This is an optimization exercise on Yosys and OpenROAD, whose aim is small area, a short achievable clock period and few clock cycles per item, not a production implementation. RTL that was checked went through simulation tests only; none was proved equivalent to the original. Power and IR drop assume default switching activity.

## run A
==> flow/design.v (excerpt) <==
module popcount256 (
  input  logic         clk_i,
  input  logic         rst_ni,
  input  logic         valid_i,
  input  logic [255:0] data_i,
  output logic         valid_o,
  output logic [8:0]   popcount_o
);
Size: roughly 420 cells after synthesis, about 160 flip-flops, ~270 I/O pins, roughly 8300 um2 of cells after synthesis.
Settings: LEC_CHECK=0, CAP_MARGIN=20, CORE_MARGIN=2, CORE_UTILIZATION=55, CTS_BUF_LIST=sky130_fd_sc_hd__clkbuf_8, CTS_CLUSTER_SIZE=24, SLEW_MARGIN=20, SYNTH_HIERARCHICAL=1; clock period 9.5 ns.
run.sh (not shown) runs the stock make flow with config.mk's settings and CLKGATE_MAP_FILE= SYNTH_SCRIPT=/design/flow/synth_recipe.tcl, a recipe that flattens the netlist after the stock synthesis.
> inputs changed (run A -> run B)
Settings: clearing CTS_CLUSTER_SIZE, which used to be 24; clearing CTS_BUF_LIST, which used to be sky130_fd_sc_hd__clkbuf_8; swapping 55 for 40 in CORE_UTILIZATION.
Notes after the runs:
Relative to run A, the register fraction of the total cell area of run B is lower by 0.59 points.
Run B: number of clock-tree buffers in the layout higher than run A
Wire length per cell (higher): run A
For sum of met3 wire segment lengths after detailed routing, dividing the value from run B by the value from run A gives 0.866.
The lower combinational cell power of run A and run B is in run B.
## Diff of input files: run C against run B
Settings: putting BUFFER_PORTS_ARGS at -buffer_cell sky130_fd_sc_hd__buf_1 where nothing was set; putting CTS_ARGS at -sink_clustering_enable -repair_clock_nets -dont_use_dummy_load where nothing was set; swapping 40 for 50 in CORE_UTILIZATION.
==> flow/flow/run.sh (new file) <==
#!/bin/bash
# Own layout flow: the standard ORFS flow, with plain sky130 buf_1 cells
# as the port buffers and a clock tree without dummy balancing loads.
set -euo pipefail
cat >> config.mk <<'EOT'
export BUFFER_PORTS_ARGS = -buffer_cell sky130_fd_sc_hd__buf_1
export CTS_ARGS = -sink_clustering_enable -repair_clock_nets -dont_use_dummy_load
EOT
bash standard.sh finish > standard.log 2>&1
==> flow/standard.sh (new file) <==
#!/bin/bash
# synth_recipe.tcl (not shown) runs the flow's synth.tcl, then flattens the netlist and writes it again
# the make line also repeats each setting of config.mk as NAME=value (left out here)
make -C /OpenROAD-flow-scripts/flow DESIGN_CONFIG=/design/flow/config.mk WORK_HOME=/design/flow/orfs CLKGATE_MAP_FILE= SYNTH_SCRIPT=/design/flow/synth_recipe.tcl "${@:-finish}"
removed: flow/run.sh
==> comparison <==
- Run C and run B all finish clean.
- From run C to run B, non-clock buffer count did not move at all.
- From run B to run C the numbers moved as follows: fraction of power consumed by combinational cells grew by 1.4 points, number of antenna violations at the first check in global routing held steady.
- Per the comparison of run C with run B, sequential share of layout area went up by 5.3 points; final core utilization went up by 2.0 points; met1 track utilization from global routing went up by 2.5 points.
- What run C reported for met2 wirelength from detailed routing has to be multiplied by 1.2 to get the figure for run B.
- The largest stage delay on the critical path of run C is lower than that of run B.
- Taking run B as the reference, in run C cell area after layout now sits lower; maximum clock frequency now sits higher.
- Run B reports its category of the critical setup timing path as in2reg while run C reports reg2reg.
No run of this note included a check of the RTL's function; only the layout flow was run.


## exp/delta
Another version of the RTL of popcount256 (not shown whole).
Size: about 430 cells after synthesis, ~170 flip-flops, ~270 I/O pins.
clock: 9.5 ns
lec_check: 0
cap_margin: 20
core_margin: 2
core_utilization: 55
slew_margin: 20
synth_hierarchical: 1
buffer_ports_args: -buffer_cell sky130_fd_sc_hd__buf_1
cts_args: -sink_clustering_enable -repair_clock_nets -dont_use_dummy_load -buf_list sky130_fd_sc_hd__clkbuf_8 -sink_buffer_max_cap_derate 1.0 -sink_clustering_size 25
standard.sh (not shown) runs the stock make flow with config.mk's settings and CLKGATE_MAP_FILE= SYNTH_SCRIPT=/design/flow/synth_recipe.tcl, a recipe that flattens the netlist after the stock synthesis.
==> flow/flow/run.sh <==
#!/bin/bash
# Own layout flow: the standard ORFS flow (standard.sh, standard synthesis
# unchanged), with sky130 buf_1 cells as the port buffers and a clock tree
# built without dummy balancing loads. Each tool's output is in the ORFS logs
# (orfs/logs/...); make's own output goes to standard.log.
set -euo pipefail
cat >> config.mk <<'EOF2'
export BUFFER_PORTS_ARGS = -buffer_cell sky130_fd_sc_hd__buf_1
export CTS_ARGS = -sink_clustering_enable -repair_clock_nets -dont_use_dummy_load -buf_list sky130_fd_sc_hd__clkbuf_8 -sink_buffer_max_cap_derate 1.0 -sink_clustering_size 25
EOF2
bash standard.sh finish > standard.log 2>&1
Testbench counts of exp/delta, summed over its fixed seeds: cycles 16,024, items 16,000.
Here is what was changed in the inputs of exp/violet compared with exp/delta.
# exp/delta
export LEC_CHECK = 0
export CAP_MARGIN = 20
export CORE_MARGIN = 2
export CORE_UTILIZATION = 55
export SLEW_MARGIN = 20
export SYNTH_HIERARCHICAL = 1
export BUFFER_PORTS_ARGS = -buffer_cell sky130_fd_sc_hd__buf_1
export CTS_ARGS = -sink_clustering_enable -repair_clock_nets -dont_use_dummy_load -buf_list sky130_fd_sc_hd__clkbuf_8 -sink_buffer_max_cap_derate 1.0 -sink_clustering_size 25
create_clock -name core_clock -period 9.5 [get_ports {clk_i}]
# exp/violet
export LEC_CHECK = 0
export CAP_MARGIN = 20
export CORE_MARGIN = 2
export CORE_UTILIZATION = 55
export SLEW_MARGIN = 20
export SYNTH_HIERARCHICAL = 1
export BUFFER_PORTS_ARGS = -buffer_cell sky130_fd_sc_hd__buf_1
export CTS_ARGS = -sink_clustering_enable -repair_clock_nets -dont_use_dummy_load -buf_list sky130_fd_sc_hd__clkbuf_8 -sink_clustering_levels 2 -sink_clustering_size 25
create_clock -name core_clock -period 9.5 [get_ports {clk_i}]
-- flow/flow/run.sh --
<<< exp/delta, line 9
export CTS_ARGS = -sink_clustering_enable -repair_clock_nets -dont_use_dummy_load -buf_list sky130_fd_sc_hd__clkbuf_8 -sink_buffer_max_cap_derate 1.0 -sink_clustering_size 25
>>> exp/violet, line 9
export CTS_ARGS = -sink_clustering_enable -repair_clock_nets -dont_use_dummy_load -buf_list sky130_fd_sc_hd__clkbuf_8 -sink_clustering_levels 2 -sink_clustering_size 25
--- outcome ---
- The number of standard-cell rows in the floorplan of exp/delta and that of exp/violet are within noise of each other.
- exp/violet against exp/delta: combinational power essentially unchanged; number of tap cells inserted essentially unchanged; wire length essentially unchanged.
- Post-route minimum period of exp/delta is on par with exp/violet.
- Comparing exp/violet against exp/delta, there is no change at all in global-route usage over all layers.
- On leakage power figure, exp/delta and exp/violet are neck and neck.
- Re length of routed wiring on met1: no difference whatsoever between exp/delta and exp/violet.
- As far as count of flip-flops and latches goes, exp/delta and exp/violet are indistinguishable; the numbers are identical.
- Summary of exp/violet over exp/delta: final design instance area without fill has remained practically unchanged, total power has remained practically unchanged.
Input changes introduced in exp/quartz (baseline for comparison: exp/violet):
# exp/violet
export LEC_CHECK = 0
export CAP_MARGIN = 20
export CORE_MARGIN = 2
export CORE_UTILIZATION = 55
export SLEW_MARGIN = 20
export SYNTH_HIERARCHICAL = 1
export BUFFER_PORTS_ARGS = -buffer_cell sky130_fd_sc_hd__buf_1
export CTS_ARGS = -sink_clustering_enable -repair_clock_nets -dont_use_dummy_load -buf_list sky130_fd_sc_hd__clkbuf_8 -sink_clustering_levels 2 -sink_clustering_size 25
create_clock -name core_clock -period 9.5 [get_ports {clk_i}]
# exp/quartz
export LEC_CHECK = 0
export CAP_MARGIN = 20
export CORE_MARGIN = 2
export CORE_UTILIZATION = 65
export SLEW_MARGIN = 20
export SYNTH_HIERARCHICAL = 1
export BUFFER_PORTS_ARGS = -buffer_cell sky130_fd_sc_hd__buf_1
export CTS_ARGS = -sink_clustering_enable -repair_clock_nets -dont_use_dummy_load -buf_list sky130_fd_sc_hd__clkbuf_8
create_clock -name core_clock -period 9.5 [get_ports {clk_i}]
-- flow/flow/run.sh --
<<< exp/violet, line 9
export CTS_ARGS = -sink_clustering_enable -repair_clock_nets -dont_use_dummy_load -buf_list sky130_fd_sc_hd__clkbuf_8 -sink_clustering_levels 2 -sink_clustering_size 25
>>> exp/quartz, line 9
export CTS_ARGS = -sink_clustering_enable -repair_clock_nets -dont_use_dummy_load -buf_list sky130_fd_sc_hd__clkbuf_8
Notes after the runs:
- exp/violet has a higher minimum setup slack in the final design than exp/quartz.
- Note that the die width recorded for exp/violet amounts to 1.08 times the value seen in exp/quartz.
- Going from exp/violet to exp/quartz, total detailed-routing wirelength grew by a few percent.
- A timing startpoint of the critical path of data_i[151] is what exp/quartz shows, while valid_q[3] belongs to exp/violet.
Edits applied to the flow inputs when going from exp/quartz to exp/willow:
# exp/quartz
export LEC_CHECK = 0
export CAP_MARGIN = 20
export CORE_MARGIN = 2
export CORE_UTILIZATION = 65
export SLEW_MARGIN = 20
export SYNTH_HIERARCHICAL = 1
export BUFFER_PORTS_ARGS = -buffer_cell sky130_fd_sc_hd__buf_1
export CTS_ARGS = -sink_clustering_enable -repair_clock_nets -dont_use_dummy_load -buf_list sky130_fd_sc_hd__clkbuf_8
create_clock -name core_clock -period 9.5 [get_ports {clk_i}]
# exp/willow
export LEC_CHECK = 0
export CAP_MARGIN = 20
export CORE_MARGIN = 2
export CORE_UTILIZATION = 55
export PLACE_DENSITY = 0.8
export SLEW_MARGIN = 20
export SYNTH_HIERARCHICAL = 1
export BUFFER_PORTS_ARGS = -buffer_cell sky130_fd_sc_hd__buf_1
export CTS_ARGS = -sink_clustering_enable -repair_clock_nets -dont_use_dummy_load -buf_list sky130_fd_sc_hd__clkbuf_8
create_clock -name core_clock -period 9.5 [get_ports {clk_i}]
Findings:
- valid_o as the worst setup path endpoint was reported by exp/willow, and u_popcount.p0_q[17] by exp/quartz.
- exp/quartz reports its critical path launch point as data_i[151] while exp/willow reports valid_q[3].
- The run showing the greater post-placement worst setup slack is exp/quartz.
- exp/willow: wire length per cell after detailed routing is 0.81 um higher than what exp/quartz reported.
- Final period utilization (exp/willow over exp/quartz): decrease, 0.64 points
- | depth of the critical timing path with buffers and inverters included | higher: exp/quartz |
- exp/willow against exp/quartz: via count rose about 3.4%, utilization lower, sequential share of layout area comparable, total power draw grew by about 1.7%, shortest period the worst path allows fell 0.061 ns.
- exp/willow: global-route usage over all layers lower than exp/quartz

-- static timing again, ports no longer ideal --
No port has a modelled driver above. Below, the same layouts with a new extraction and two added sets of constraints. Step 1, drivers: a clkbuf_16 drives clk_i and a buf_2 each remaining input, both assumed. Step 2 also shifts input and output timing later by t, the mid clock arrival at the registers, as if the neighbouring blocks saw the same clock. Slacks: no drivers / after step 1 / after step 2; pairs: no drivers / after step 1.
| run | shift t [ns] | setup slack, ns | worst hold slack (ns) | slew at the worst register clock pin (ns) | worst slew at a driven data input, ns |
|---|---|---|---|---|---|
| run A | 0.480 | 6.308 / 6.267 / 5.904 | 0.327 / 0.327 / 0.327 | 0.08 / 0.08 | 0.06 |
| run B | 0.457 | 6.252 / 6.272 / 5.815 | 0.332 / 0.332 / 0.332 | 0.06 / 0.06 | 0.06 |
| run C | 0.447 | 6.534 / 6.534 / 6.158 | 0.321 / 0.321 / 0.321 | 0.06 / 0.06 | 0.04 |
| exp/delta | 0.456 | 6.691 / 6.656 / 6.311 | 0.317 / 0.317 / 0.317 | 0.08 / 0.08 | 0.04 |
| exp/violet | 0.456 | 6.691 / 6.656 / 6.311 | 0.317 / 0.317 / 0.317 | 0.08 / 0.08 | 0.04 |
| exp/quartz | 0.462 | 6.640 / 6.630 / 6.190 | 0.329 / 0.329 / 0.329 | 0.08 / 0.08 | 0.04 |
| exp/willow | 0.470 | 6.701 / 6.660 / 6.315 | 0.327 / 0.327 / 0.327 | 0.08 / 0.08 | 0.05 |
After both steps setup and hold are still met in every run listed. For exp/quartz, which loses most, drivers alone change the setup slack by -0.010 ns; drivers and shift together by -0.450 ns.
